From an optimization exercise on the open Yosys and OpenROAD flow, aimed at small area; shortcuts taken in it are not production practice.
At most, simulation tests tie the RTL to the original design; equivalence was not proved.
Only the layout flow was run in runs 1 and 2; the RTL was not checked for function there.
Power and IR drop assume default switching activity.

`flow/run.sh`:
```
#!/bin/bash
# synth_recipe.tcl (not shown) runs the flow's synth.tcl, then flattens the netlist and writes it again
# the make line also repeats each setting of config.mk as NAME=value (left out here)
make -C /OpenROAD-flow-scripts/flow DESIGN_CONFIG=/design/flow/config.mk WORK_HOME=/design/flow/orfs CLKGATE_MAP_FILE= SYNTH_SCRIPT=/design/flow/synth_recipe.tcl finish
```
`flow/config.mk`:
```
export PLATFORM = sky130hd
export DESIGN_NAME = top
export DESIGN_NICKNAME = top
export VERILOG_FILES = /design/flow/design.v
export SDC_FILE = /design/flow/constraint.sdc
export NUM_CORES = 4
export LEC_CHECK = 0
export ABC_AREA = 1
export CAP_MARGIN = 20
export CORE_MARGIN = 2
export CORE_UTILIZATION = 40
export CTS_CLUSTER_DIAMETER = 60
export CTS_CLUSTER_SIZE = 30
export SLEW_MARGIN = 20
```
`flow/constraint.sdc`:
```
create_clock -name core_clock -period 15.4 [get_ports {osc_clk}]
set_input_delay 3.0800 -clock core_clock [delete_from_list [all_inputs] [get_ports {osc_clk}]]
set_output_delay 3.0800 -clock core_clock [all_outputs]
set_load 0.01 [all_outputs]
```
`flow/design.v`:
```
module nco_sig (
  input         clk,
  input         rst,
  input  [63:0] tune,
  output reg [10:0] Pobs    
);
  reg [63:0] g0;
  reg [31:0] E, H;
  reg        cE;
  wire [31:0] sE, sH;
  wire        coE, coH;
  rca #(32) al (.a(rst ? g0[31:0] : E), .b(tune[31:0]), .ci(1'b0), .s(sE), .co(coE));
  rca #(32) ah (.a(rst ? 32'd0 : H), .b(g0[63:32]), .ci(~rst & cE), .s(sH), .co(coH));
  always @(posedge clk) begin
    g0   <= tune;
    E    <= sE;
    cE   <= coE;
    H    <= sH;
    Pobs <= rst ? 11'd0 : {H[31:22], H[11]};
  end
endmodule
module SinCos (
  input        Clock,
  input  [9:0] Theta,
  output reg       sin_neg,
  output reg [8:0] sin_mag,
  output reg       cos_neg,
  output reg [8:0] cos_mag
);
  wire [1:0] quad = Theta[9:8];
  wire [7:0] addr = quad[0] ? ~Theta[7:0] : Theta[7:0];
  wire [8:0] sv, cv;
  reg  [8:0] lut_value;
  sin_tbl ts (.a(addr),  .v(sv));
  sin_tbl tc (.a(~addr), .v(cv));
  always @(posedge Clock) begin
    lut_value <= sv;
    sin_neg   <= quad[1];
    sin_mag   <= lut_value;
    cos_neg   <= quad[1] ^ quad[0];
    cos_mag   <= cv;
  end
endmodule
module sin_tbl(input [7:0] a, output reg [8:0] v);
always @* begin
  case (a)
    8'd0: v = 9'd0;
    8'd1: v = 9'd3;
    8'd2: v = 9'd6;
    8'd3: v = 9'd9;
    8'd4: v = 9'd12;
    8'd5: v = 9'd15;
    8'd6: v = 9'd18;
    8'd7: v = 9'd21;
    8'd8: v = 9'd25;
    8'd9: v = 9'd28;
    8'd10: v = 9'd31;
    8'd11: v = 9'd34;
    8'd12: v = 9'd37;
    8'd13: v = 9'd40;
    8'd14: v = 9'd43;
    8'd15: v = 9'd46;
    8'd16: v = 9'd50;
    8'd17: v = 9'd53;
    8'd18: v = 9'd56;
    8'd19: v = 9'd59;
    8'd20: v = 9'd62;
    8'd21: v = 9'd65;
    8'd22: v = 9'd68;
    8'd23: v = 9'd71;
    8'd24: v = 9'd74;
    8'd25: v = 9'd78;
    8'd26: v = 9'd81;
    8'd27: v = 9'd84;
    8'd28: v = 9'd87;
    8'd29: v = 9'd90;
    8'd30: v = 9'd93;
    8'd31: v = 9'd96;
    8'd32: v = 9'd99;
    8'd33: v = 9'd102;
    8'd34: v = 9'd105;
    8'd35: v = 9'd108;
    8'd36: v = 9'd111;
    8'd37: v = 9'd115;
    8'd38: v = 9'd118;
    8'd39: v = 9'd121;
    8'd40: v = 9'd124;
    8'd41: v = 9'd127;
    8'd42: v = 9'd130;
    8'd43: v = 9'd133;
    8'd44: v = 9'd136;
    8'd45: v = 9'd139;
    8'd46: v = 9'd142;
    8'd47: v = 9'd145;
    8'd48: v = 9'd148;
    8'd49: v = 9'd151;
    8'd50: v = 9'd154;
    8'd51: v = 9'd157;
    8'd52: v = 9'd160;
    8'd53: v = 9'd163;
    8'd54: v = 9'd166;
    8'd55: v = 9'd169;
    8'd56: v = 9'd172;
    8'd57: v = 9'd175;
    8'd58: v = 9'd178;
    8'd59: v = 9'd180;
    8'd60: v = 9'd183;
    8'd61: v = 9'd186;
    8'd62: v = 9'd189;
    8'd63: v = 9'd192;
    8'd64: v = 9'd195;
    8'd65: v = 9'd198;
    8'd66: v = 9'd201;
    8'd67: v = 9'd204;
    8'd68: v = 9'd207;
    8'd69: v = 9'd209;
    8'd70: v = 9'd212;
    8'd71: v = 9'd215;
    8'd72: v = 9'd218;
    8'd73: v = 9'd221;
    8'd74: v = 9'd224;
    8'd75: v = 9'd226;
    8'd76: v = 9'd229;
    8'd77: v = 9'd232;
    8'd78: v = 9'd235;
    8'd79: v = 9'd238;
    8'd80: v = 9'd240;
    8'd81: v = 9'd243;
    8'd82: v = 9'd246;
    8'd83: v = 9'd249;
    8'd84: v = 9'd251;
    8'd85: v = 9'd254;
    8'd86: v = 9'd257;
    8'd87: v = 9'd260;
    8'd88: v = 9'd262;
    8'd89: v = 9'd265;
    8'd90: v = 9'd268;
    8'd91: v = 9'd270;
    8'd92: v = 9'd273;
    8'd93: v = 9'd276;
    8'd94: v = 9'd278;
    8'd95: v = 9'd281;
    8'd96: v = 9'd283;
    8'd97: v = 9'd286;
    8'd98: v = 9'd289;
    8'd99: v = 9'd291;
    8'd100: v = 9'd294;
    8'd101: v = 9'd296;
    8'd102: v = 9'd299;
    8'd103: v = 9'd301;
    8'd104: v = 9'd304;
    8'd105: v = 9'd306;
    8'd106: v = 9'd309;
    8'd107: v = 9'd311;
    8'd108: v = 9'd314;
    8'd109: v = 9'd316;
    8'd110: v = 9'd319;
    8'd111: v = 9'd321;
    8'd112: v = 9'd324;
    8'd113: v = 9'd326;
    8'd114: v = 9'd328;
    8'd115: v = 9'd331;
    8'd116: v = 9'd333;
    8'd117: v = 9'd336;
    8'd118: v = 9'd338;
    8'd119: v = 9'd340;
    8'd120: v = 9'd343;
    8'd121: v = 9'd345;
    8'd122: v = 9'd347;
    8'd123: v = 9'd350;
    8'd124: v = 9'd352;
    8'd125: v = 9'd354;
    8'd126: v = 9'd356;
    8'd127: v = 9'd359;
    8'd128: v = 9'd361;
    8'd129: v = 9'd363;
    8'd130: v = 9'd365;
    8'd131: v = 9'd367;
    8'd132: v = 9'd370;
    8'd133: v = 9'd372;
    8'd134: v = 9'd374;
    8'd135: v = 9'd376;
    8'd136: v = 9'd378;
    8'd137: v = 9'd380;
    8'd138: v = 9'd382;
    8'd139: v = 9'd384;
    8'd140: v = 9'd386;
    8'd141: v = 9'd388;
    8'd142: v = 9'd391;
    8'd143: v = 9'd393;
    8'd144: v = 9'd395;
    8'd145: v = 9'd396;
    8'd146: v = 9'd398;
    8'd147: v = 9'd400;
    8'd148: v = 9'd402;
    8'd149: v = 9'd404;
    8'd150: v = 9'd406;
    8'd151: v = 9'd408;
    8'd152: v = 9'd410;
    8'd153: v = 9'd412;
    8'd154: v = 9'd414;
    8'd155: v = 9'd415;
    8'd156: v = 9'd417;
    8'd157: v = 9'd419;
    8'd158: v = 9'd421;
    8'd159: v = 9'd423;
    8'd160: v = 9'd424;
    8'd161: v = 9'd426;
    8'd162: v = 9'd428;
    8'd163: v = 9'd430;
    8'd164: v = 9'd431;
    8'd165: v = 9'd433;
    8'd166: v = 9'd435;
    8'd167: v = 9'd436;
    8'd168: v = 9'd438;
    8'd169: v = 9'd439;
    8'd170: v = 9'd441;
    8'd171: v = 9'd443;
    8'd172: v = 9'd444;
    8'd173: v = 9'd446;
    8'd174: v = 9'd447;
    8'd175: v = 9'd449;
    8'd176: v = 9'd450;
    8'd177: v = 9'd452;
    8'd178: v = 9'd453;
    8'd179: v = 9'd455;
    8'd180: v = 9'd456;
    8'd181: v = 9'd457;
    8'd182: v = 9'd459;
    8'd183: v = 9'd460;
    8'd184: v = 9'd461;
    8'd185: v = 9'd463;
    8'd186: v = 9'd464;
    8'd187: v = 9'd465;
    8'd188: v = 9'd467;
    8'd189: v = 9'd468;
    8'd190: v = 9'd469;
    8'd191: v = 9'd470;
    8'd192: v = 9'd472;
    8'd193: v = 9'd473;
    8'd194: v = 9'd474;
    8'd195: v = 9'd475;
    8'd196: v = 9'd476;
    8'd197: v = 9'd477;
    8'd198: v = 9'd478;
    8'd199: v = 9'd480;
    8'd200: v = 9'd481;
    8'd201: v = 9'd482;
    8'd202: v = 9'd483;
    8'd203: v = 9'd484;
    8'd204: v = 9'd485;
    8'd205: v = 9'd486;
    8'd206: v = 9'd487;
    8'd207: v = 9'd488;
    8'd208: v = 9'd488;
    8'd209: v = 9'd489;
    8'd210: v = 9'd490;
    8'd211: v = 9'd491;
    8'd212: v = 9'd492;
    8'd213: v = 9'd493;
    8'd214: v = 9'd494;
    8'd215: v = 9'd494;
    8'd216: v = 9'd495;
    8'd217: v = 9'd496;
    8'd218: v = 9'd497;
    8'd219: v = 9'd497;
    8'd220: v = 9'd498;
    8'd221: v = 9'd499;
    8'd222: v = 9'd499;
    8'd223: v = 9'd500;
    8'd224: v = 9'd501;
    8'd225: v = 9'd501;
    8'd226: v = 9'd502;
    8'd227: v = 9'd502;
    8'd228: v = 9'd503;
    8'd229: v = 9'd504;
    8'd230: v = 9'd504;
    8'd231: v = 9'd504;
    8'd232: v = 9'd505;
    8'd233: v = 9'd505;
    8'd234: v = 9'd506;
    8'd235: v = 9'd506;
    8'd236: v = 9'd507;
    8'd237: v = 9'd507;
    8'd238: v = 9'd507;
    8'd239: v = 9'd508;
    8'd240: v = 9'd508;
    8'd241: v = 9'd508;
    8'd242: v = 9'd509;
    8'd243: v = 9'd509;
    8'd244: v = 9'd509;
    8'd245: v = 9'd509;
    8'd246: v = 9'd510;
    8'd247: v = 9'd510;
    8'd248: v = 9'd510;
    8'd249: v = 9'd510;
    8'd250: v = 9'd510;
    8'd251: v = 9'd510;
    8'd252: v = 9'd510;
    8'd253: v = 9'd510;
    8'd254: v = 9'd510;
    8'd255: v = 9'd510;
    default: v = 9'd0;
  endcase
end
endmodule
module rca #(parameter N = 8) (
  input  [N-1:0] a,
  input  [N-1:0] b,
  input          ci,
  output [N-1:0] s,
  output         co
);
  wire [N:0] c;
  assign c[0] = ci;
  genvar i;
  generate
    for (i = 0; i < N; i = i + 1) begin : g
      assign s[i]   = a[i] ^ b[i] ^ c[i];
      assign c[i+1] = (a[i] & b[i]) | (a[i] & c[i]) | (b[i] & c[i]);
    end
  endgenerate
  assign co = c[N];
endmodule
module cic_ch (
  input        clk,
  input        sgn,       
  input  [8:0] mag,
  input  [2:0] dump,      
  input        plo,       
  input        phi,       
  input        pfirst,    
  input        pout,      
  output       s_out
);
  localparam W = 23;
  reg [W-1:0] d1 [0:2];
  reg [W-1:0] d2 [0:2];
  reg [W-1:0] d3 [0:2];
  reg [W-1:0] d4 [0:2];
  reg [W-1:0] e5 [0:2];
  reg [1:0] c1r, c2r, c3r, c4r, c5r;
  wire [W-1:0] xs [0:2];
  assign xs[0] = {{(W-10){1'b0}}, ~sgn, mag ^ {9{sgn}}};
  assign xs[1] = {W{1'b0}};
  assign xs[2] = {W{1'b0}};
  genvar s;
  generate
    for (s = 0; s < 3; s = s + 1) begin : seg
      wire ci1 = (s == 0) ? sgn  : c1r[(s==0)?0:s-1];
      wire ci2 = (s == 0) ? 1'b0 : c2r[(s==0)?0:s-1];
      wire ci3 = (s == 0) ? 1'b0 : c3r[(s==0)?0:s-1];
      wire ci4 = (s == 0) ? 1'b0 : c4r[(s==0)?0:s-1];
      wire ci5 = (s == 0) ? 1'b0 : c5r[(s==0)?0:s-1];
      wire [W-1:0] s1, s2, s3, s4, s5;
      wire co1, co2, co3, co4, co5;
      wire [W-1:0] e5in = dump[s] ? {W{1'b0}} : e5[s];
      rca #(W) a1 (.a(d1[s]), .b(xs[s]), .ci(ci1), .s(s1), .co(co1));
      rca #(W) a2 (.a(d2[s]), .b(d1[s]), .ci(ci2), .s(s2), .co(co2));
      rca #(W) a3 (.a(d3[s]), .b(d2[s]), .ci(ci3), .s(s3), .co(co3));
      rca #(W) a4 (.a(d4[s]), .b(d3[s]), .ci(ci4), .s(s4), .co(co4));
      rca #(W) a5 (.a(e5in),  .b(d4[s]), .ci(ci5), .s(s5), .co(co5));
      always @(posedge clk) begin
        d1[s] <= s1;
        d2[s] <= s2;
        d3[s] <= s3;
        d4[s] <= s4;
        e5[s] <= s5;
      end
      if (s < 2) begin : cr
        always @(posedge clk) begin
          c1r[s] <= co1;
          c2r[s] <= co2;
          c3r[s] <= co3;
          c4r[s] <= co4;
          c5r[s] <= co5;
        end
      end
    end
  endgenerate
  wire [68:0] e5w = {e5[2], e5[1], e5[0]};
  reg  [63:0] dt;
  reg  [4:0]  dth;
  genvar p;
  generate
    for (p = 0; p < 64; p = p + 1) begin : dtp
      localparam integer J0 = (p - 29 + 128) % 64;    
      localparam integer J1 = (p - 28 + 128) % 64;    
      localparam integer J2 = (p - 27 + 128) % 64;    
      wire ld0 = dump[0] && (J0 < 23);
      wire ld1 = dump[1] && (J1 >= 23) && (J1 < 46);
      wire ld2 = dump[2] && (J2 >= 46);
      always @(posedge clk)
        dt[p] <= ld0 ? e5w[J0] : ld1 ? e5w[J1] : ld2 ? e5w[J2] : dt[(p + 1) % 64];
    end
  endgenerate
  always @(posedge clk)
    if (dump[2])  dth <= e5w[68:64];
    else if (phi) dth <= {1'b0, dth[4:1]};
  wire c1 = plo ? dt[0] : dth[0];
  reg [63:0] p1, p2, p3, p4;
  reg [4:0]  h1, h2, h3, h4;
  reg b2, b3, b4, b5;
  wire q1 = plo ? p1[0] : h1[0];
  wire q2 = plo ? p2[0] : h2[0];
  wire q3 = plo ? p3[0] : h3[0];
  wire q4 = plo ? p4[0] : h4[0];
  wire i2 = pfirst ? 1'b0 : b2;
  wire i3 = pfirst ? 1'b0 : b3;
  wire i4 = pfirst ? 1'b0 : b4;
  wire i5 = pfirst ? 1'b0 : b5;
  wire c2 = c1 ^ q1 ^ i2;
  wire c3 = c2 ^ q2 ^ i3;
  wire c4 = c3 ^ q3 ^ i4;
  wire c5 = c4 ^ q4 ^ i5;
  always @(posedge clk) begin
    b2 <= (~c1 & (q1 | i2)) | (q1 & i2);
    b3 <= (~c2 & (q2 | i3)) | (q2 & i3);
    b4 <= (~c3 & (q3 | i4)) | (q3 & i4);
    b5 <= (~c4 & (q4 | i5)) | (q4 & i5);
    p1 <= {plo ? c1 : p1[0], p1[63:1]};
    p2 <= {plo ? c2 : p2[0], p2[63:1]};
    p3 <= {plo ? c3 : p3[0], p3[63:1]};
    p4 <= {plo ? c4 : p4[0], p4[63:1]};
    if (phi) begin
      h1 <= {c1, h1[4:1]};
      h2 <= {c2, h2[4:1]};
      h3 <= {c3, h3[4:1]};
      h4 <= {c4, h4[4:1]};
    end
  end
  reg [31:0] S;
  always @(posedge clk)
    S <= {pout ? c5 : S[0], S[31:1]};
  assign s_out = S[0];
endmodule
module Hilbert (
  input             clk,
  input             rst,
  input      [11:0] count,
  input             sI,       
  input             sQ,       
  output            wrI,      
  output            wrQ,      
  output reg [31:0] accl,
  output reg [11:0] acch,
  output reg [31:0] Iout
);
  wire [4:0] b5   = count[4:0];
  wire       last = (b5 == 5'd31);
  wire       b0   = (b5 == 5'd0);
  wire       tick = (count == 12'd4000);
  reg [5:0] aI, aQ;
  always @(posedge clk) begin
    if (rst) begin
      aI <= 6'd0;
      aQ <= 6'd0;
    end else begin
      if (last)      aI <= (aI == 6'd0)  ? 6'd59 : aI - 6'd1;
      else if (tick) aI <= (aI == 6'd59) ? 6'd0  : aI + 6'd1;
      if (last)      aQ <= (aQ == 6'd0)  ? 6'd32 : aQ - 6'd1;
      else if (tick) aQ <= (aQ == 6'd32) ? 6'd0  : aQ + 6'd1;
    end
  end
  reg [11:0] cmag;
  reg        cneg;
  always @* begin
    cmag = 12'd0;
    case (aI)
      6'd0: cmag = 12'd8;
      6'd6: cmag = 12'd8;
      6'd8: cmag = 12'd10;
      6'd10: cmag = 12'd15;
      6'd12: cmag = 12'd23;
      6'd14: cmag = 12'd36;
      6'd16: cmag = 12'd55;
      6'd18: cmag = 12'd80;
      6'd20: cmag = 12'd114;
      6'd22: cmag = 12'd159;
      6'd24: cmag = 12'd223;
      6'd26: cmag = 12'd319;
      6'd28: cmag = 12'd482;
      6'd30: cmag = 12'd845;
      6'd32: cmag = 12'd2599;
      6'd34: cmag = 12'd2599;
      6'd36: cmag = 12'd845;
      6'd38: cmag = 12'd482;
      6'd40: cmag = 12'd319;
      6'd42: cmag = 12'd223;
      6'd44: cmag = 12'd159;
      6'd46: cmag = 12'd114;
      6'd48: cmag = 12'd80;
      6'd50: cmag = 12'd55;
      6'd52: cmag = 12'd36;
      6'd54: cmag = 12'd23;
      6'd56: cmag = 12'd15;
      6'd58: cmag = 12'd10;
      default: cmag = 12'd0;
    endcase
  end
  always @* begin
    cneg = 1'b0;
    case (aI)
      6'd6: cneg = 1'b1;
      6'd8: cneg = 1'b1;
      6'd10: cneg = 1'b1;
      6'd12: cneg = 1'b1;
      6'd14: cneg = 1'b1;
      6'd16: cneg = 1'b1;
      6'd18: cneg = 1'b1;
      6'd20: cneg = 1'b1;
      6'd22: cneg = 1'b1;
      6'd24: cneg = 1'b1;
      6'd26: cneg = 1'b1;
      6'd28: cneg = 1'b1;
      6'd30: cneg = 1'b1;
      6'd32: cneg = 1'b1;
      default: cneg = 1'b0;
    endcase
  end
  reg [1919:0] RI;
  wire bitI = RI[0];
  wire pass  = (count >= 12'd1056) && (count < 12'd2976);
  wire firstw = (count[11:5] == 7'd33);           
  assign wrI = pass && (aI == 6'd0);
  always @(posedge clk)
    RI <= {wrI ? sI : bitI, RI[1919:1]};
  wire        neg  = cneg ^ last;
  wire        xb   = pass & bitI;
  wire [13:0] opnd = {14{xb}} & ({2'b00, cmag} ^ {14{neg}});
  reg  [12:0] T;
  wire [13:0] tin  = b0 ? 14'd0 : {T[12], T};
  wire [13:0] tsum;
  wire        tco;
  rca #(14) at (.a(tin), .b(opnd), .ci(xb & neg), .s(tsum), .co(tco));
  reg  cy;
  wire ab  = firstw ? 1'b0 : accl[0];
  wire e   = tsum[0];
  wire ci  = b0 ? 1'b0 : cy;
  wire sb  = ab ^ e ^ ci;
  wire co  = (ab & e) | (ab & ci) | (e & ci);
  wire [11:0] hsum;
  wire        hco;
  wire hadd = b0 && (count >= 12'd1088) && (count <= 12'd2976);
  rca #(12) ah (.a((count == 12'd1088) ? 12'd0 : acch), .b(T[11:0]), .ci(cy),
                .s(hsum), .co(hco));
  always @(posedge clk) begin
    T    <= tsum[13:1];
    cy   <= co;
    accl <= {pass ? sb : accl[0], accl[31:1]};
    if (hadd) acch <= hsum;
  end
  reg [1055:0] RQ;
  wire bitQ = RQ[0];
  reg  qp;
  assign wrQ = qp && (aQ == 6'd0);
  always @(posedge clk) begin
    RQ   <= {wrQ ? sQ : bitQ, RQ[1055:1]};
    Iout <= {wrQ ? bitQ : Iout[0], Iout[31:1]};
    if (rst)                    qp <= 1'b0;
    else if (count == 12'd1055) qp <= 1'b1;
    else if (wrQ && last)       qp <= 1'b0;
  end
endmodule
module SPI_Master (
  input         osc_clk,
  input  [11:0] count,
  input  [31:0] rot,        
  input  [11:0] hi,         
  input         MISO,
  output        MOSI,
  output reg    led         
);
  parameter LO = 0;         
  wire       win = (count >= 12'd3) && (count <= 12'd514);
  wire [8:0] rem = 9'd2 - count[8:0];      
  wire [5:0] k   = {1'b0, rem[8:4]} + LO;  
  wire [4:0] pos = k[4:0] - count[4:0];
  assign MOSI = win & (k[5] ? hi[k[3:0]] : rot[pos]);
  reg m0;
  always @(posedge osc_clk) begin
    if (count == 12'd508) m0  <= MISO;
    if (count == 12'd521) led <= m0;
  end
endmodule
module SPI_Ctl (
  input  [11:0] count,
  output        SCK,
  output        SSEL
);
  wire [11:0] t = count - 12'd11;
  assign SSEL = !((count >= 12'd3) && (count <= 12'd521));
  assign SCK  = (count >= 12'd11) && (count <= 12'd514) && !t[3];
endmodule
module PWM (
  input         clk,
  input  [11:0] count,
  input  [31:0] a,
  input  [31:0] b,
  output reg    PWMOut
);
  wire [29:0] s;
  wire        co;
  rca #(30) ad (.a(a[29:0]), .b(b[29:0]), .ci(1'b0), .s(s), .co(co));
  reg [9:0] DataInReg;
  always @(posedge clk) begin
    if (count == 12'd1024) DataInReg <= {~s[29], s[28:20]};
    PWMOut <= !(count[9:0] > DataInReg);
  end
endmodule
module top
  (
	input osc_clk,
	input rst,
	input [63:0] tune,
	output [7:0] MYLED,
	output TX_NCO,
	input  RFIn,
	output RFOut,
	output MOSI_I,
	input MISO_I,
	output SCK_I,
	output SSEL_I,
	output MOSI_Q,
	input MISO_Q,
	output SCK_Q,
	output SSEL_Q,
	output PWMOut
	);
  reg [11:0] count;
  always @(posedge osc_clk)
    count <= rst ? 12'd0 : count + 12'd1;
  reg RFInR1, RFInR;
  always @(posedge osc_clk) begin
    RFInR1 <= RFIn;
    RFInR  <= RFInR1;
  end
  assign RFOut = RFInR1;
  wire [10:0] Pobs;
  nco_sig ncoGen (.clk(osc_clk), .rst(rst), .tune(tune), .Pobs(Pobs));
  wire sin_neg, cos_neg;
  wire [8:0] sin_mag, cos_mag;
  SinCos SinCos1 (.Clock(osc_clk), .Theta(Pobs[10:1]),
                  .sin_neg(sin_neg), .sin_mag(sin_mag),
                  .cos_neg(cos_neg), .cos_mag(cos_mag));
  assign TX_NCO = Pobs[0];
  assign MYLED[2] = sin_mag[4] ^ (sin_neg & (|sin_mag[3:0]));
  assign MYLED[1] = sin_neg & (|sin_mag);
  assign MYLED[7:6] = 2'b01;
  assign MYLED[3] = 1'b1;
  assign MYLED[0] = 1'b1;
  wire [2:0] dump = {count == 12'd4095, count == 12'd4094, count == 12'd4093};
  wire plo    = (count >= 12'd27) && (count <= 12'd90);
  wire phi    = (count >= 12'd91) && (count <= 12'd95);
  wire pfirst = (count == 12'd27);
  wire pout   = (count >= 12'd64) && (count <= 12'd95);
  wire sI, sQ, wrI, wrQ;
  cic_ch CIC_I (.clk(osc_clk), .sgn(RFInR ^ sin_neg), .mag(sin_mag), .dump(dump),
                .plo(plo), .phi(phi), .pfirst(pfirst), .pout(pout), .s_out(sI));
  cic_ch CIC_Q (.clk(osc_clk), .sgn(RFInR ^ cos_neg), .mag(cos_mag), .dump(dump),
                .plo(plo), .phi(phi), .pfirst(pfirst), .pout(pout), .s_out(sQ));
  wire [31:0] accl, Iout;
  wire [11:0] acch;
  Hilbert Hilbert (.clk(osc_clk), .rst(rst), .count(count), .sI(sI), .sQ(sQ),
                   .wrI(wrI), .wrQ(wrQ), .accl(accl), .acch(acch), .Iout(Iout));
  SPI_Master #(.LO(0)) SPI_Master_I (.osc_clk(osc_clk), .count(count), .rot(Iout),
                           .hi(12'd0), .MISO(MISO_I), .MOSI(MOSI_I), .led(MYLED[4]));
  SPI_Master #(.LO(12)) SPI_Master_Q (.osc_clk(osc_clk), .count(count), .rot(accl),
                           .hi(acch), .MISO(MISO_Q), .MOSI(MOSI_Q), .led(MYLED[5]));
  wire sck, ssel;
  SPI_Ctl spictl (.count(count), .SCK(sck), .SSEL(ssel));
  assign SCK_I = sck;
  assign SCK_Q = sck;
  assign SSEL_I = ssel;
  assign SSEL_Q = ssel;
  PWM PWM1 (.clk(osc_clk), .count(count), .a({acch, accl[31:12]}), .b(Iout),
            .PWMOut(PWMOut));
endmodule
```
==> out/results.tsv, run 1 <==
metric	value	unit
status	no timing/DRC/antenna violations	
postLayoutCellArea	139000	µm²
switchingPower	6.82	mW
yosys.area.top_type_share	76.5	%
internal-power	18.3	mW
grt_start_max_net_pins	97	
core_area	305000	µm²
numCtsBuffers	289	
pwr-share-comb	12.4	%
antenna_found_initial	4	
min_period	15.07	ns
synth_compound_area_share	1.95	%
critPathMaxFanout	7	
postCtsHoldBufs	0	
switching_share	27.1	%
r2r-start	ncoGen.H[0]$_DFF_P_	
crit_top_cell	fa_1	
yosys-top-cells-area	dfxtp_1 (77%), fa_1 (11%), edfxtp_1 (1.9%), nand2_1 (1.9%), inv_1 (1.7%)	
io_pins	86	
dpl-instance-area	128000	µm²
cp.arrival	15.82	ns
viasPerCell	4.05	
synth_top_area_cell	dfxtp_1	
largest_register_ffs	1920	
yosys_warnings	19	
seqPwrFrac	53.3	%
yosys.area_share.simple	3.14	%
hp-start	Hilbert.RQ[602]$_DFF_P_	
drt_iter0_drc	2298	
fmax	66.4	MHz
syn_to_final_growth	13.5	%
drc_errors	0	
yosysUniqueCellTypes	68	
die_w	558	µm
power_density	181	nW/µm²
wl	162000	µm
synthCells	7836	
cp-startpoint	rst	
initial_utilization	40.1	%
h-tree-depth	5	
drive_gt1_share	9.07	%
gp_congestion	0.801	
final_hold_viol_count	0	
vias	50473	
ys_ff_latch	4761	
ir_drop	0.000109	V
synth_top_family_by_area	adder cells	
drv_cap	0	
cellLeakagePower	59.1	nW
place.port_buffers	81	
slew-limit-headroom	37.3	%
reg_top3	Hilbert.RI (1920), Hilbert.RQ (1056)	
timing.final.ws_setup	0.332	ns
clkPwrFrac	34.3	%
clk_pin_slew	0.10	ns
timing.hold.ws	0.272	ns
fin_skew	0.0525	ns
rows	203	
slowest_delay	0.42	ns
end_kind	flip-flop	
nNetsFinal	9025	
antenna_left	0	
synthMuxAreaShare	1.22	%
overflow	0	
rsz0062_at_grt	false	
synth-edff-count	76	
setup_viol	0	
multi_input_area	23900	µm²
wl_per_cell	13.0	µm
cp_slowest_cell	fa_1	
die_y	558	µm
cts-root-buf	clkbuf_16	
cp.required	16.15	ns
fillers	26606	
dp_slack	-0.599	ns
regMostFlops	Hilbert.RI	
tritoncts	done	
start_kind	primary input	
critPathKind	primary input to flip-flop	
syn_area	123000	µm²
place.detailed.hpwl	97700	µm
async_reset_ff_share	0	%
worstHoldPathType	flip-flop to flip-flop	
synthFlopType	dfxtp_1	
insertion_delay	0.90	ns
syn_avg_cell_area	15.6	µm²
grt_pass1_vias	53609	
die_area	311000	µm²
slew_viol_final	0	
clock-sinks	4761	
firstDrtPassIters	6	
synth-adder-area-share	12.4	%
worst_pin_slew	0.939	ns
clock_path_buffers	4	
seq_area_frac_synth	78.4	%
fin_crit_sh	97.8	%
grt_pass1_wl	280000	µm
yosys.area_share.xor_xnor	0.678	%
regArea	96100	µm²
grt_use_total	10.9	%
## cell type report
| class | instances | area share, % |
|---|---|---|
| multi-input cells | 2387 | 17.2 |
| flip-flops and latches | 4761 | 69.1 |
| inverters | 580 | 1.57 |
| repair buffers | 116 | 0.802 |
| clock buffers | 322 | 5.55 |
| well taps | 4100 | 3.69 |
| clock inverters | 199 | 2.11 |
| diodes | 7 | 0.0126 |
## metal layers
layer	part of all wire (%)	vias to the layer above	GRT usage, %
met2	41	764	15.5
met4	3.8	0	4.45
li1	-	24956	-
met3	4.1	401	1.94
met1	51	24352	16.3
met5	0	-	0
## critical path, delay by kind of cell
family	cells	cell delay, ns
XOR/XNOR	2	0.29
adder cells (fa/ha/maj)	31	12.12
buffers and inverters	2	0.26
AND/OR/NAND/NOR	1	0.05
## placed cells by master, fill, tap and decap left out, drive strengths merged, types with 21 or more instances in the layout
cell	netlist	routed
a21oi	109	109
a31oi	21	21
buf	55	36
clkbuf	55	322
clkdlybuf4s50	0	80
clkinv	3	87
dfxtp	4685	4685
edfxtp	76	76
fa	660	660
ha	161	161
inv	577	673
mux2	129	129
nand2	618	618
nand3	54	54
nor2	219	219
nor3	22	22
o211ai	28	28
o21ai	151	151
xnor2	35	35
xor2	53	53
## cells in the mapped netlist (4+ instances only)
cell	number
mux2_2	129
a32oi_1	5
edfxtp_1	76
buf_6	4
buf_2	27
a221oi_1	8
ha_1	161
a31oi_1	21
nand2_2	7
a22oi_1	12
nand3_1	49
dfxtp_1	4685
or2_2	4
o31ai_1	7
o21ai_0	140
o221ai_1	9
o22ai_1	17
o211ai_1	28
nor3_1	20
nand2_1	608
o21ai_2	4
nor2_1	207
buf_4	11
fa_1	660
inv_2	15
a21oi_1	108
nor2_2	8
clkbuf_1	55
o2111ai_1	4
nand4_1	11
xor2_1	53
nor4_1	7
a211oi_1	8
nand3_2	4
mux2i_1	4
buf_1	13
inv_1	562
xnor2_1	30
o21ai_1	7
## what timing repair did
action / 4_1_cts / 5_1_grt
setup endpoints to repair: 0 / 2
gates resized for setup: 0 / 3
buffers inserted: 0 / 0
## power by group through the flow
| stage | logic (mW) | clock network [mW] | registers (mW) |
|---|---|---|---|
| floorplan | 2.25 | 0 | 13.6 |
| global placement | 3.10 | 0 | 13.7 |
| detailed placement | 3.18 | 0 | 13.7 |
| CTS | 3.23 | 8.97 | 13.4 |
| global route | 3.78 | 9.42 | 13.5 |
| finish | 3.13 | 8.62 | 13.4 |
## per-stage QoR
step                      util, %  instances  power (mW)  TNS, ns
after floorplan                 -       7838        15.8  -0.0314
after global placement       42.0      11943        16.8    -1.93
after detailed placement     42.0      11943        16.9    -1.92
after CTS                    45.5      12464        25.6        0
after global routing         45.6      12468        26.7        0
final                        45.6      12472        25.1        0
## worst paths after layout
path                                  end  slack (ns)  cells past startpoint
setup / recovery     ncoGen.H[31]$_DFF_P_        0.33                     36
hold / removal    Hilbert.RQ[601]$_DFF_P_        0.27                      0
setup reg to reg     ncoGen.H[31]$_DFF_P_        2.48                     35
hold reg to reg   Hilbert.RQ[601]$_DFF_P_        0.27                      0
## cell families (layout without fill, tap and decap cells)
logic type,after synthesis,after routing
buffers and inverters,690,1217
DFF,4761,4761
other,2,11
xor gates and xnor gates,88,88
and+or+nand+nor,941,941
AOI/OAI and AO/OA,400,400
muxes,133,133
adders and majority gates,821,821
==> inputs of run 2 (changes only) <==
--- a/flow/config.mk
+++ b/flow/config.mk
@@ -9,6 +9,6 @@
 export CAP_MARGIN = 20
 export CORE_MARGIN = 2
 export CORE_UTILIZATION = 40
-export CTS_CLUSTER_DIAMETER = 60
-export CTS_CLUSTER_SIZE = 30
+export CTS_CLUSTER_DIAMETER = 100
+export CTS_CLUSTER_SIZE = 24
 export SLEW_MARGIN = 20
==> run 2 against run 1 <==
Net effect:
- still clean on timing, DRC and antenna
- clock-buffer cell count shrank 76
- non-clock buffer count is the same
- register-to-register slack lost 0.04 ns
- cell count shrank 2.1%
- synthesized cell count is the same
- clock skew grew 0.0078 ns
- sequential share of layout area grew 2.4 points
- combinational power is essentially flat
- worst hold slack gained 0.0044 ns
- largest cell class unchanged
==> out/results.tsv, run 2 <==
metric	value	unit
final_hold_viol_count	0	
vias	49813	
reg_top3	Hilbert.RI (1920), Hilbert.RQ (1056)	
pwr-share-comb	13.7	%
syn_avg_cell_area	15.6	µm²
critPathKind	primary input to flip-flop	
layout_common_cells	dfxtp_1 (4685), fa_1 (648), nand2_1 (606)	
yosys-top-cells-count	dfxtp_1 (4685), fa_1 (660), nand2_1 (608), inv_1 (562), nor2_1 (207)	
dp.cells	11943	
synth-edff-count	76	
synthFlopType	dfxtp_1	
rows	203	
cellLeakagePower	56.9	nW
regMostFlops	Hilbert.RI	
cp.required	16.28	ns
yosysUniqueCellTypes	68	
die_w	558	µm
end_kind	flip-flop	
yosys_warnings	19	
die_area	311000	µm²
ir_drop	0.000122	V
antenna_found_initial	4	
internal-power	16.9	mW
async_reset_ff_share	0	%
setup_viol	0	
h-tree-depth	4	
initial_utilization	40.1	%
tritoncts	done	
start_kind	primary input	
cts_resized	0	
syn_to_final_growth	9.72	%
clock-sinks	4761	
fin_crit_sh	97.9	%
switching_share	25.8	%
power_density	169	nW/µm²
critPathMaxFanout	2	
grt_start_max_net_pins	97	
timing.hold.ws	0.276	ns
clkPwrFrac	27.6	%
seqPwrFrac	58.8	%
drive_gt1_share	6.06	%
switchingPower	5.87	mW
crit_top_cell	fa_1	
post-cts-setup-buffers	0	
dp_slack	-0.599	ns
overflow	0	
io_pins	86	
worst_pin_slew	0.936	ns
drc_errors	0	
grt_use_total	10.7	%
clock_path_buffers	4	
nNetsFinal	8959	
p_total	22.8	mW
viasPerCell	4.08	
status	no timing/DRC/antenna violations	
wl_per_cell	13.1	µm
yosys.area.top_type_share	76.5	%
grt_pass1_wl	277000	µm
numCtsBuffers	223	
place.detailed.hpwl	97700	µm
slew-limit-headroom	37.5	%
wl	159000	µm
slew_viol_final	0	
seq_area_frac_synth	78.4	%
insertion_delay	0.91	ns
fin_skew	0.0603	ns
cp_slowest_cell	clkdlybuf4s50_1	
grt_pass1_vias	52924	
cp.arrival	15.96	ns
firstDrtPassIters	6	
antenna_left	0	
fmax	66.3	MHz
worstHoldPathType	flip-flop to flip-flop	
ys_ff_latch	4761	
drt_iter0_drc	2251	
synthCells	7836	
place.port_buffers	81	
final_cells	12210	
yosysMostFrequentCell	dfxtp_1	
core_area	305000	µm²
cts-root-buf	clkbuf_16	
fillers	26971	
gp_congestion	0.801	
clk_pin_slew	0.10	ns
rsz0062_at_grt	false	
timing.final.ws_setup	0.323	ns
die_y	558	µm
synth_top_area_cell	dfxtp_1	
largest_register_ffs	1920	
drv_cap	0	
min_period	15.08	ns
layout_commonest_cell	dfxtp_1	
slowest_delay	0.43	ns
postCtsHoldBufs	0	
yosys-top-cells-area	dfxtp_1 (77%), fa_1 (11%), edfxtp_1 (1.9%), nand2_1 (1.9%), inv_1 (1.7%)	
syn_area	123000	µm²
[run 2: cell counts after synthesis]
Identical to the previous run, type by type.
[run 2: area by class of cell]
class | count | area, µm² | area share, %
Tap cell | 4100 | 5130 | 3.81
Clock buffer | 246 | 5770 | 4.29
Inverter | 580 | 2180 | 1.62
Clock inverter | 17 | 280 | 0.208
Antenna cell | 3 | 7.51 | 0.00558
Sequential cell | 4761 | 96100 | 71.4
Multi-Input combinational cell | 2387 | 23900 | 17.8
Timing Repair Buffer | 116 | 1120 | 0.830
[run 2: logic make-up after synthesis]
| family | Yosys count | synth area share, % |
|---|---|---|
| and+or+nand+nor | 941 | 3.14 |
| xor gates and xnor gates | 88 | 0.678 |
| other | 2 | 0.00613 |
| adders and majority gates | 821 | 12.4 |
| DFF | 4761 | 78.4 |
| AOI/OAI and AO/OA | 400 | 1.95 |
| muxes | 133 | 1.22 |
| buffers and inverters | 690 | 2.20 |
[run 2: path summary, 6_finish.rpt]
kind | startpoint | end | slack, ns | depth (start not counted)
worst min-delay path | Hilbert.RQ[264]$_DFF_P_ | Hilbert.RQ[263]$_DFF_P_ | 0.28 | 0
worst max register to register | ncoGen.H[0]$_DFF_P_ | ncoGen.H[31]$_DFF_P_ | 2.44 | 35
worst max-delay path | tune[0] | ncoGen.E[31]$_DFF_P_ | 0.32 | 35
worst min register to register | Hilbert.RQ[264]$_DFF_P_ | Hilbert.RQ[263]$_DFF_P_ | 0.28 | 0
[run 2: worst max-delay path, delay by kind of cell]
| kind | cells | cell delay (ns) |
|---|---|---|
| adder cells (fa/ha/maj) | 32 | 12.30 |
| buffers and inverters | 3 | 0.57 |
[run 2: stage by stage]
stage / instance area, µm² / util (%) / setup TNS, ns
2_1_floorplan: 123000 / - / -0.0314
3_3_place_gp: 128000 / 42.0 / -1.93
3_5_place_dp: 128000 / 42.0 / -1.92
4_1_cts: 134000 / 44.0 / 0
5_1_grt: 134000 / 44.0 / 0
6_report: 134000 / 44.0 / 0
[run 2: power groups by stage]
stage / Combinational [mW] / Clock (mW) / Sequential, mW
floorplan: 2.25 / 0 / 13.6
global placement: 3.10 / 0 / 13.7
detailed placement: 3.18 / 0 / 13.7
CTS: 3.22 / 6.60 / 13.4
global route: 3.77 / 7.02 / 13.5
finish: 3.12 / 6.28 / 13.4
[run 2: per-layer routing]
layer / global-route usage, % / share of wire (%) / vias up
met1: 16.2 / 51 / 24210
met3: 2.04 / 4.3 / 333
met5: 0 / 0 / -
met2: 15.4 / 41 / 713
met4: 3.47 / 3.2 / 0
li1: - / - / 24557
==> inputs of run 3 (changes only) <==
--- a/flow/design.v
+++ b/flow/design.v
@@ -2,22 +2,30 @@
   input         clk,
   input         rst,
   input  [63:0] tune,
-  output reg [10:0] Pobs    
+  output [31:0] ph_hi     
 );
   reg [63:0] g0;
-  reg [31:0] E, H;
-  reg        cE;
-  wire [31:0] sE, sH;
-  wire        coE, coH;
-  rca #(32) al (.a(rst ? g0[31:0] : E), .b(tune[31:0]), .ci(1'b0), .s(sE), .co(coE));
-  rca #(32) ah (.a(rst ? 32'd0 : H), .b(g0[63:32]), .ci(~rst & cE), .s(sH), .co(coH));
+  reg [31:0] g1h;
+  reg [31:0] L, H;
+  reg        cL;
+  wire [31:0] sL, sH;
+  wire        coL, coH;
+  rca #(32) al (.a(L), .b(g0[31:0]), .ci(1'b0), .s(sL), .co(coL));
+  rca #(32) ah (.a(H), .b(g1h),      .ci(cL),   .s(sH), .co(coH));
   always @(posedge clk) begin
-    g0   <= tune;
-    E    <= sE;
-    cE   <= coE;
-    H    <= sH;
-    Pobs <= rst ? 11'd0 : {H[31:22], H[11]};
+    g0  <= tune;
+    g1h <= g0[63:32];
+    if (rst) begin
+      L  <= g0[31:0];
+      cL <= 1'b0;
+      H  <= 32'd0;
+    end else begin
+      L  <= sL;
+      cL <= coL;
+      H  <= sH;
+    end
   end
+  assign ph_hi = H;
 endmodule
 module SinCos (
   input        Clock,
@@ -327,10 +335,11 @@
   input        sgn,       
   input  [8:0] mag,
   input  [2:0] dump,      
-  input        plo,       
-  input        phi,       
-  input        pfirst,    
-  input        pout,      
+  input        go,        
+  input  [6:0] ph,
+  input        ph_last,   
+  input        s_in_en,   
+  input        s_out_en,  
   output       s_out
 );
   localparam W = 23;
@@ -339,6 +348,7 @@
   reg [W-1:0] d3 [0:2];
   reg [W-1:0] d4 [0:2];
   reg [W-1:0] e5 [0:2];
+  reg [W-1:0] dt [0:2];
   reg [1:0] c1r, c2r, c3r, c4r, c5r;
   wire [W-1:0] xs [0:2];
   assign xs[0] = {{(W-10){1'b0}}, ~sgn, mag ^ {9{sgn}}};
@@ -366,6 +376,7 @@
         d3[s] <= s3;
         d4[s] <= s4;
         e5[s] <= s5;
+        if (dump[s]) dt[s] <= e5[s];
       end
       if (s < 2) begin : cr
         always @(posedge clk) begin
@@ -378,60 +389,32 @@
       end
     end
   endgenerate
-  wire [68:0] e5w = {e5[2], e5[1], e5[0]};
-  reg  [63:0] dt;
-  reg  [4:0]  dth;
-  genvar p;
-  generate
-    for (p = 0; p < 64; p = p + 1) begin : dtp
-      localparam integer J0 = (p - 29 + 128) % 64;    
-      localparam integer J1 = (p - 28 + 128) % 64;    
-      localparam integer J2 = (p - 27 + 128) % 64;    
-      wire ld0 = dump[0] && (J0 < 23);
-      wire ld1 = dump[1] && (J1 >= 23) && (J1 < 46);
-      wire ld2 = dump[2] && (J2 >= 46);
-      always @(posedge clk)
-        dt[p] <= ld0 ? e5w[J0] : ld1 ? e5w[J1] : ld2 ? e5w[J2] : dt[(p + 1) % 64];
-    end
-  endgenerate
-  always @(posedge clk)
-    if (dump[2])  dth <= e5w[68:64];
-    else if (phi) dth <= {1'b0, dth[4:1]};
-  wire c1 = plo ? dt[0] : dth[0];
-  reg [63:0] p1, p2, p3, p4;
-  reg [4:0]  h1, h2, h3, h4;
+  wire [68:0] dtw = {dt[2], dt[1], dt[0]};
+  wire c1 = dtw[ph];
+  reg [68:0] p1, p2, p3, p4;
   reg b2, b3, b4, b5;
-  wire q1 = plo ? p1[0] : h1[0];
-  wire q2 = plo ? p2[0] : h2[0];
-  wire q3 = plo ? p3[0] : h3[0];
-  wire q4 = plo ? p4[0] : h4[0];
-  wire i2 = pfirst ? 1'b0 : b2;
-  wire i3 = pfirst ? 1'b0 : b3;
-  wire i4 = pfirst ? 1'b0 : b4;
-  wire i5 = pfirst ? 1'b0 : b5;
-  wire c2 = c1 ^ q1 ^ i2;
-  wire c3 = c2 ^ q2 ^ i3;
-  wire c4 = c3 ^ q3 ^ i4;
-  wire c5 = c4 ^ q4 ^ i5;
+  wire q1 = p1[0], q2 = p2[0], q3 = p3[0], q4 = p4[0];
+  wire c2 = c1 ^ q1 ^ b2;
+  wire c3 = c2 ^ q2 ^ b3;
+  wire c4 = c3 ^ q3 ^ b4;
+  wire c5 = c4 ^ q4 ^ b5;
+  wire o2 = (~c1 & (q1 | b2)) | (q1 & b2);
+  wire o3 = (~c2 & (q2 | b3)) | (q2 & b3);
+  wire o4 = (~c3 & (q3 | b4)) | (q3 & b4);
+  wire o5 = (~c4 & (q4 | b5)) | (q4 & b5);
   always @(posedge clk) begin
-    b2 <= (~c1 & (q1 | i2)) | (q1 & i2);
-    b3 <= (~c2 & (q2 | i3)) | (q2 & i3);
-    b4 <= (~c3 & (q3 | i4)) | (q3 & i4);
-    b5 <= (~c4 & (q4 | i5)) | (q4 & i5);
-    p1 <= {plo ? c1 : p1[0], p1[63:1]};
-    p2 <= {plo ? c2 : p2[0], p2[63:1]};
-    p3 <= {plo ? c3 : p3[0], p3[63:1]};
-    p4 <= {plo ? c4 : p4[0], p4[63:1]};
-    if (phi) begin
-      h1 <= {c1, h1[4:1]};
-      h2 <= {c2, h2[4:1]};
-      h3 <= {c3, h3[4:1]};
-      h4 <= {c4, h4[4:1]};
-    end
+    b2 <= ph_last ? 1'b0 : o2;
+    b3 <= ph_last ? 1'b0 : o3;
+    b4 <= ph_last ? 1'b0 : o4;
+    b5 <= ph_last ? 1'b0 : o5;
+    p1 <= {go ? c1 : q1, p1[68:1]};
+    p2 <= {go ? c2 : q2, p2[68:1]};
+    p3 <= {go ? c3 : q3, p3[68:1]};
+    p4 <= {go ? c4 : q4, p4[68:1]};
   end
   reg [31:0] S;
   always @(posedge clk)
-    S <= {pout ? c5 : S[0], S[31:1]};
+    if (s_in_en | s_out_en) S <= {c5, S[31:1]};
   assign s_out = S[0];
 endmodule
 module Hilbert (
@@ -636,29 +619,43 @@
     RFInR  <= RFInR1;
   end
   assign RFOut = RFInR1;
-  wire [10:0] Pobs;
-  nco_sig ncoGen (.clk(osc_clk), .rst(rst), .tune(tune), .Pobs(Pobs));
+  wire [31:0] ph_hi;
+  nco_sig ncoGen (.clk(osc_clk), .rst(rst), .tune(tune), .ph_hi(ph_hi));
   wire sin_neg, cos_neg;
   wire [8:0] sin_mag, cos_mag;
-  SinCos SinCos1 (.Clock(osc_clk), .Theta(Pobs[10:1]),
+  SinCos SinCos1 (.Clock(osc_clk), .Theta(ph_hi[31:22]),
                   .sin_neg(sin_neg), .sin_mag(sin_mag),
                   .cos_neg(cos_neg), .cos_mag(cos_mag));
-  assign TX_NCO = Pobs[0];
+  assign TX_NCO = ph_hi[11];
   assign MYLED[2] = sin_mag[4] ^ (sin_neg & (|sin_mag[3:0]));
   assign MYLED[1] = sin_neg & (|sin_mag);
   assign MYLED[7:6] = 2'b01;
   assign MYLED[3] = 1'b1;
   assign MYLED[0] = 1'b1;
   wire [2:0] dump = {count == 12'd4095, count == 12'd4094, count == 12'd4093};
-  wire plo    = (count >= 12'd27) && (count <= 12'd90);
-  wire phi    = (count >= 12'd91) && (count <= 12'd95);
-  wire pfirst = (count == 12'd27);
-  wire pout   = (count >= 12'd64) && (count <= 12'd95);
+  reg [6:0] ph;
+  reg go, pend;
+  wire ph_last = (ph == 7'd68);
+  always @(posedge osc_clk) begin
+    if (rst) begin
+      ph <= 7'd0;
+      go <= 1'b0;
+      pend <= 1'b0;
+    end else begin
+      ph <= ph_last ? 7'd0 : ph + 7'd1;
+      if (ph_last) go <= pend;
+      if (count == 12'd4095) pend <= 1'b1;
+      else if (ph_last) pend <= 1'b0;
+    end
+  end
+  wire s_in_en = go && (ph >= 7'd37);
   wire sI, sQ, wrI, wrQ;
   cic_ch CIC_I (.clk(osc_clk), .sgn(RFInR ^ sin_neg), .mag(sin_mag), .dump(dump),
-                .plo(plo), .phi(phi), .pfirst(pfirst), .pout(pout), .s_out(sI));
+                .go(go), .ph(ph), .ph_last(ph_last), .s_in_en(s_in_en),
+                .s_out_en(wrI), .s_out(sI));
   cic_ch CIC_Q (.clk(osc_clk), .sgn(RFInR ^ cos_neg), .mag(cos_mag), .dump(dump),
-                .plo(plo), .phi(phi), .pfirst(pfirst), .pout(pout), .s_out(sQ));
+                .go(go), .ph(ph), .ph_last(ph_last), .s_in_en(s_in_en),
+                .s_out_en(wrQ), .s_out(sQ));
   wire [31:0] accl, Iout;
   wire [11:0] acch;
   Hilbert Hilbert (.clk(osc_clk), .rst(rst), .count(count), .sI(sI), .sQ(sQ),
==> flow/config.mk (replaced) <==
export PLATFORM = sky130hd
export DESIGN_NAME = top
export DESIGN_NICKNAME = top
export VERILOG_FILES = /design/flow/design.v
export SDC_FILE = /design/flow/constraint.sdc
export NUM_CORES = 4
export LEC_CHECK = 0
export CAP_MARGIN = 20
export CORE_MARGIN = 2
export CORE_UTILIZATION = 40
export SLEW_MARGIN = 20
==> run 3 against run 2 <==
Net effect:
- worst hold slack worse by 0.024 ns
- non-clock buffer count up 4
- via count up 4.7%
- critical path depth down 1
- clock power up 74%
- design area up 8.8%
- critical path type is now flip-flop to flip-flop
- largest power group unchanged
==> out/results.tsv, run 3 <==
metric	value	unit
status	no timing/DRC/antenna violations	
end_kind	flip-flop	
rows	205	
clk_pin_slew	0.06	ns
drt_iter0_drc	2375	
critPathKind	flip-flop to flip-flop	
cts-root-buf	clkbuf_16	
clock-sinks	4791	
synthFlopType	dfxtp_1	
pwr-share-comb	14.6	%
yosys-top-cells-count	dfxtp_1 (4563), fa_1 (660), inv_1 (236), edfxtp_1 (228), ha_1 (165)	
nNetsFinal	8784	
switchingPower	7.45	mW
ys_ff_latch	4791	
initial_utilization	40.2	%
fmax	67.5	MHz
die_y	564	µm
synth-edff-count	228	
timing.hold.ws	0.252	ns
worstHoldPathType	flip-flop to flip-flop	
rsz0062_at_grt	false	
postCtsHoldBufs	0	
layout_commonest_cell	dfxtp_1	
yosys_warnings	21	
cp-startpoint	ncoGen.L[0]$_DFF_P_	
die_area	318000	µm²
yosysMostFrequentCell	dfxtp_1	
fin_tns_setup	0	ns
clkPwrFrac	38.0	%
wl_per_cell	14.2	µm
multi_input_area	25800	µm²
slew-limit-headroom	33.5	%
cellLeakagePower	59.4	nW
syn_to_final_growth	16.6	%
synth_top_area_cell	dfxtp_1	
numCtsBuffers	435	
antenna_left	0	
grt_pass1_vias	55656	
fin_crit_sh	96.2	%
worst_pin_slew	0.973	ns
largest_register_ffs	1920	
place.port_buffers	81	
p_total	28.7	mW
final_core_util	46.9	%
drc_errors	0	
crit_top_cell	fa_1	
fillers	26283	
grt_pass1_wl	301000	µm
start_kind	flip-flop	
yosys-top-cells-area	dfxtp_1 (73%), fa_1 (11%), edfxtp_1 (5.5%), ha_1 (1.6%), mux4_2 (1.2%)	
rrSetupSlack	0.58	ns
syn_area	126000	µm²
async_reset_ff_share	0	%
switching_share	26.0	%
synthCells	7507	
clock_path_buffers	4	
yosys.area.top_type_share	72.8	%
drive_gt1_share	11.1	%
wl	176000	µm
gp_congestion	0.830	
r2r-start	ncoGen.L[0]$_DFF_P_	
cp_slowest_cell	fa_1	
slowest_delay	0.47	ns
h-tree-depth	5	
firstDrtPassIters	8	
hp-start	Hilbert.RI[962]$_DFF_P_	
min_period	14.82	ns
fin_skew	0.0749	ns
regMostFlops	Hilbert.RI	
overflow	0	
viasPerCell	4.21	
critPathMaxFanout	1	
seqPwrFrac	47.4	%
timing.final.ws_setup	0.582	ns
cp.required	16.20	ns
tritoncts	done	
antenna_found_initial	11	
dp_slack	0.215	ns
regArea	98200	µm²
setup_viol	0	
ir_drop	0.000122	V
post-cts-setup-buffers	0	
cp.arrival	15.62	ns
vias	52138	
power_density	196	nW/µm²
seq_area_frac_synth	78.2	%
drv_cap	0	
internal-power	21.2	mW
place.detailed.hpwl	105000	µm
reg_top3	Hilbert.RI (1920), Hilbert.RQ (1056)	
grt_start_max_net_pins	69	
layout_common_cells	dfxtp_1 (4556), fa_1 (654), clkbuf_16 (446)	
io_pins	86	
yosysUniqueCellTypes	90	
grt_use_total	11.5	%
final_hold_viol_count	0	
die_w	564	µm
syn_avg_cell_area	16.7	µm²
core_area	312000	µm²
slew_viol_final	0	
insertion_delay	0.91	ns
run 3: cell types whose count changed after synthesis, sizes merged, moves of 54 or more:
cell    before   now
dfxtp     4685  4563
clkbuf      55   109
inv        577   241
mux2       129    46
nand2      618   142
and2         0   151
mux4         0    68
edfxtp      76   228
nor2       219   161
nor2b        0    62
run 3: what timing repair did:
action                                  in CTS  in global routing
endpoints found under the setup margin       0                  2
endpoints found under the hold margin        0                  0
gates resized for setup                      0                  6
run 3: power groups by stage:
stage	clock (mW)	sequential (mW)	combinational (mW)
floorplan	0	13.8	2.97
global placement	0	13.9	4.12
detailed placement	0	13.9	4.24
CTS	11.2	13.6	4.27
global route	11.8	13.7	4.87
finish	10.9	13.6	4.18
run 3: per-stage QoR:
| stage | std cells | area, µm² |
|---|---|---|
| 6_report | 12398 | 146000 |
| 4_1_cts | 12396 | 146000 |
| 2_1_floorplan | 7509 | 126000 |
| 3_5_place_dp | 11593 | 131000 |
| 3_3_place_gp | 11593 | 131000 |
| 5_1_grt | 12397 | 146000 |
run 3: worst paths after layout:
path,end,cells past startpoint
setup reg to reg,ncoGen.L[31]$_DFF_P_,34
hold reg to reg,Hilbert.RI[961]$_DFF_P_,0
setup / recovery,ncoGen.L[31]$_DFF_P_,34
hold / removal,Hilbert.RI[961]$_DFF_P_,0
run 3: cell type report:
cell class                 count  area share [%]
antenna                        2         0.00342
timing repair buffer         120           0.753
tap                         4140            3.54
multi-input combinational   2299            17.6
sequential                  4791            67.1
clock buffer                 630            8.74
inverter                     243           0.624
clock inverter               173            1.58
run 3: cells by family after synthesis:
logic type               synth area share (%)
multiplexers                             1.85
other                                 0.00598
flip-flops                               78.2
AO/OA/AOI/OAI                            2.82
AND/OR/NAND/NOR                          2.81
XOR/XNOR                                0.740
adder cells (fa/ha/maj)                  12.2
buffers and inverters                    1.33
run 3: worst max-delay path, delay by kind of cell (launching register included):
family,cells,cell delay (ns)
adder cells (fa/ha/maj),32,14.20
flip-flops,1,0.30
multiplexers,1,0.13
buffers and inverters,1,0.09
run 3: metal layers:
metal	up-vias	track usage, %	share of wire [%]
li1	25239	-	-
met1	25402	16.8	50
met2	1052	16.9	42
met3	439	2.61	5.1
met4	6	4.05	3.1
met5	-	0	0.021

[port drivers added, routing unchanged]
In the flow no input, the clock included, has a driving cell. The finished layouts below were timed again as built, in two steps. Step 1 sets driving cells, clkbuf_16 on the clock port and buf_2 on the other inputs (assumed; they add their load-dependent delay and slew). Step 2 also shifts input and output timing later by t, the mid clock arrival at the registers, as if the neighbouring blocks saw the same clock. a / b / c = no drivers / after step 1 / after step 2; a / b = the first two.
run | t, ns | setup WS [ns] | slew at the worst register clock pin (ns) | worst slew at a driven data input, ns
run 1 | 0.953 | 0.332 / 0.202 / -0.751 | 0.11 / 0.11 | 0.22
run 2 | 0.982 | 0.323 / 0.235 / -0.747 | 0.10 / 0.10 | 0.23
run 3 | 0.984 | 0.582 / 0.582 / 0.582 | 0.07 / 0.07 | 0.13
Met with ideal ports but missed after step 2: setup timing in run 1 and run 2. For run 1, which loses most, drivers alone change the setup slack by -0.130 ns; drivers and shift together by -1.083 ns.
